What follows belongs to an exercise in optimizing a design on an open flow for small area; a production flow would make more cautious choices.
In this exercise RTL edits were held to simulation tests only and were not proved equivalent to the original.
No driver is modelled on the clock port, so clock power and skew are understated where the tree is cut down; a real chip needs a root buffer or a tree.
No activity file was given, so power comes from the tool's default toggle rates.

==> module spi_master, before the edit <==
module spi_master
  # (
    parameter SYSTEM_CLK_FREQ = 100_000_000,
    parameter SCLK_FREQ       = 1_000_000,
    parameter SYSTEM_CLK_PER  = 10,
    parameter MIN_CS_SETUP    = 100,
    parameter MIN_CS_HOLD     = 20,
    parameter MIN_CS_DISABLE  = 20,
    parameter CPOL            = 1'b0,
    parameter CPHA            = 1'b0,
    parameter SPI_DATA_WIDTH  = 8,
    parameter CS_DEVICE_COUNT = 1)
  (
    input  clkIn,
    input  rstIn,
    input  enIn,
    output busyOut,
    input  loadDataIn,
    output validDataOut,
    input  [SPI_DATA_WIDTH-1:0] dataRxIn,
    output [SPI_DATA_WIDTH-1:0] dataTxOut,
    output spiClkOut,
    output [CS_DEVICE_COUNT-1:0] spiCsLowOut,
    output spiMosiOut,
    input  spiMisoIn);
  reg       txMode;
  reg [5:0] cnt;
  reg       sclkQ;
  reg [2:0] bitCnt;
  reg [7:0] shReg;
  reg       mosiQ;
  reg       validQ;
  reg [7:0] dataTxQ;
  wire edge_    = &cnt;
  wire tick     = txMode & edge_;
  wire rise     = tick & ~sclkQ;
  wire fall     = tick & sclkQ;
  wire firstBit = ~|bitCnt;
  wire lastFall = fall & (&bitCnt);
  wire exitTx   = lastFall & ~enIn;
  wire idle     = ~txMode & ~cnt[5] & cnt[4] & cnt[1] & cnt[0];                   
  wire csHigh   = ~txMode & cnt[4] & ~cnt[3] & ~cnt[2] & (cnt[1] | cnt[0]);       
  wire lastSu   = ~txMode & cnt[4] & cnt[3] & cnt[2] & ~cnt[1] & cnt[0];          
  wire txStart  = cnt[4] & cnt[3] & cnt[2] & cnt[1];                              
  wire csToHigh = ~cnt[5] & cnt[4];                                               
  wire start    = idle & enIn;
  wire mosiFollow = txMode ? (firstBit | ~sclkQ) : txStart;
  wire mosiHold   = txMode ? (~firstBit & sclkQ) : ~cnt[4];
  assign busyOut      = ~idle;
  assign spiCsLowOut  = csHigh;
  assign spiClkOut    = sclkQ;
  assign spiMosiOut   = mosiQ;
  assign validDataOut = validQ;
  assign dataTxOut    = dataTxQ;
  always @ (posedge clkIn) begin
    if (rstIn) begin
      txMode  <= 1'b0;
      cnt     <= 6'd19;
      sclkQ   <= 1'b0;
      bitCnt  <= 3'd0;
      mosiQ   <= 1'b0;
      validQ  <= 1'b0;
      dataTxQ <= 8'd0;
    end
    else begin
      validQ <= lastFall;
      if (lastFall)
        dataTxQ <= shReg;
      {bitCnt, sclkQ} <= {bitCnt, sclkQ} + {3'd0, tick};
      cnt <= (cnt + {5'd0, ~idle}) | {start, 1'b0, {3{edge_}}, 1'b0};
      txMode <= txMode ? ~exitTx : edge_;
      mosiQ <= (mosiFollow & shReg[7] & ~validQ) | (lastSu & dataRxIn[7]) | (mosiHold & mosiQ);
    end
  end
  wire load = fall & firstBit;
  wire keep = ~rise & ~load;
  wire keep7 = txMode & ~firstBit & ~rise;
  always @ (posedge clkIn) begin
    if (rise)
      shReg[0] <= spiMisoIn;
    shReg[6:1] <= ({6{rise}} & shReg[5:0]) | ({6{load}} & dataRxIn[5:0]) | ({6{keep}} & shReg[6:1]);
    shReg[7]   <= (txMode & ~firstBit & rise & shReg[6]) | (keep7 & shReg[7]) |
                  (~(txMode & ~firstBit) & (fall ? dataRxIn[6] : dataRxIn[7]));
  end
endmodule
==> flow/config.mk <==
export PLATFORM = sky130hd
export DESIGN_NAME = spi_master
export DESIGN_NICKNAME = spi_master
export VERILOG_FILES = /design/flow/design.v
export SDC_FILE = /design/flow/constraint.sdc
export NUM_CORES = 4
export LEC_CHECK = 0
export CAP_MARGIN = 20
export CORE_AREA = 2.3 2.72 67.62 67.28
export DIE_AREA = 0 0 70 70
export GPL_TIMING_DRIVEN = 0
export PLACE_DENSITY = 0.85
export SLEW_MARGIN = 20
==> flow/constraint.sdc <==
create_clock -name core_clock -period 6.0 [get_ports {clkIn}]
set_input_delay 1.2000 -clock core_clock [delete_from_list [all_inputs] [get_ports {clkIn}]]
set_output_delay 1.2000 -clock core_clock [all_outputs]
set_load 0.01 [all_outputs]
standard.sh (not shown) runs the stock make flow with config.mk's settings and CLKGATE_MAP_FILE= SYNTH_SCRIPT=/design/flow/synth_recipe.tcl, a recipe that flattens the netlist after the stock synthesis.
==> flow/flow/run.sh <==
#!/bin/bash
# The standard layout (standard.sh) with these changes:
#  - yosys maps the logic with an area-oriented ABC script (flow/abc_area.script)
#    and leaves adders to ABC instead of mapping them to half/full-adder cells
#  - the port buffers are the smallest buffer cell
#  - the clock is buffered by a few clock buffers placed by flow/cts_manual.tcl
#    instead of TritonCTS's H-tree
# ORFS writes each step's full log under orfs/logs; make's output goes to standard.log.
set -euo pipefail
rm -rf scripts
cp -r "$FLOW_HOME/scripts" scripts
cp flow/abc_area.script scripts/abc_speed.script
sed -i 's#^log_cmd clock_tree_synthesis {\*}\$cts_args#source $::env(CTS_MANUAL_TCL)#' scripts/cts.tcl
grep -q CTS_MANUAL_TCL scripts/cts.tcl
export SCRIPTS_DIR="$PWD/scripts"
export ADDER_MAP_FILE=
export BUFFER_PORTS_ARGS="-buffer_cell sky130_fd_sc_hd__buf_1"
export CTS_MANUAL_TCL="$PWD/flow/cts_manual.tcl"
export CTS_MANUAL_K=3
export CTS_MANUAL_CELL=sky130_fd_sc_hd__clkbuf_4
export CTS_CLOCK_PORT=clkIn
bash standard.sh > standard.log 2>&1
Other scripts of this flow, unchanged in this note and not shown: flow/flow/abc_area.script, flow/flow/cts_manual.tcl
The first run finished with timing, DRC and antenna clean.
Next try:
--- a/flow/design.v
+++ b/flow/design.v
@@ -34,6 +34,6 @@
   wire edge_    = &cnt;
   wire tick     = txMode & edge_;
-  wire rise     = tick & ~sclkQ;
-  wire fall     = tick & sclkQ;
+  wire rise     = edge_ & ~sclkQ;
+  wire fall     = edge_ & sclkQ;
   wire firstBit = ~|bitCnt;
   wire lastFall = fall & (&bitCnt);
@@ -73,13 +73,12 @@
     end
   end
-  wire load = fall & firstBit;
-  wire keep = ~rise & ~load;
-  wire keep7 = txMode & ~firstBit & ~rise;
+  wire keep7 = ~firstBit & ~rise;
   always @ (posedge clkIn) begin
     if (rise)
       shReg[0] <= spiMisoIn;
-    shReg[6:1] <= ({6{rise}} & shReg[5:0]) | ({6{load}} & dataRxIn[5:0]) | ({6{keep}} & shReg[6:1]);
-    shReg[7]   <= (txMode & ~firstBit & rise & shReg[6]) | (keep7 & shReg[7]) |
-                  (~(txMode & ~firstBit) & (fall ? dataRxIn[6] : dataRxIn[7]));
+    shReg[6:1] <= ({6{firstBit}} & dataRxIn[5:0]) | ({6{~firstBit & rise}} & shReg[5:0]) |
+                  ({6{~firstBit & ~rise}} & shReg[6:1]);
+    shReg[7]   <= (~firstBit & rise & shReg[6]) | (keep7 & shReg[7]) |
+                  (firstBit & (fall ? dataRxIn[6] : dataRxIn[7]));
   end
 endmodule
What happened: Worst setup slack is better by 0.44 ns; clock power fell slightly; via count went up slightly; clock skew hardly moves; hold slack stays flat; final area is lower slightly; total power rose by a few percent; routed wire length barely changes; die area stays the same; combinational power rises by a quarter to a third; sequential share of layout area grows by 0.29 points; sequential power rises by a few percent; synthesized cell count is higher slightly.
No run of this note takes its clock network from TritonCTS; it comes from the design's own scripts or RTL.

[what the ideal ports hide]
In the flow no input, the clock included, has a driving cell. The finished layouts below were timed again as built, in two steps. Step 1: set_driving_cell puts a clkbuf_16 on clkIn and a buf_2 on each other input, an assumption about the parent block. Step 2, shift: input delay + t, output delay - t, t = (earliest + latest rising clock arrival at the registers) / 2. This alone moves slack from input paths to output paths. Slacks: ideal / step 1 / step 2; pairs: ideal / step 1.
run	t, ns	slack for setup (ns)	worst hold slack (ns)	latest minus earliest clock arrival (ns)
the first run	0.189	2.830 / 2.830 / 2.830	0.478 / 0.478 / 0.478	0.013 / 0.013
the second run	0.192	3.270 / 3.270 / 3.270	0.481 / 0.481 / 0.481	0.013 / 0.014
After both steps every run listed still meets setup and hold.
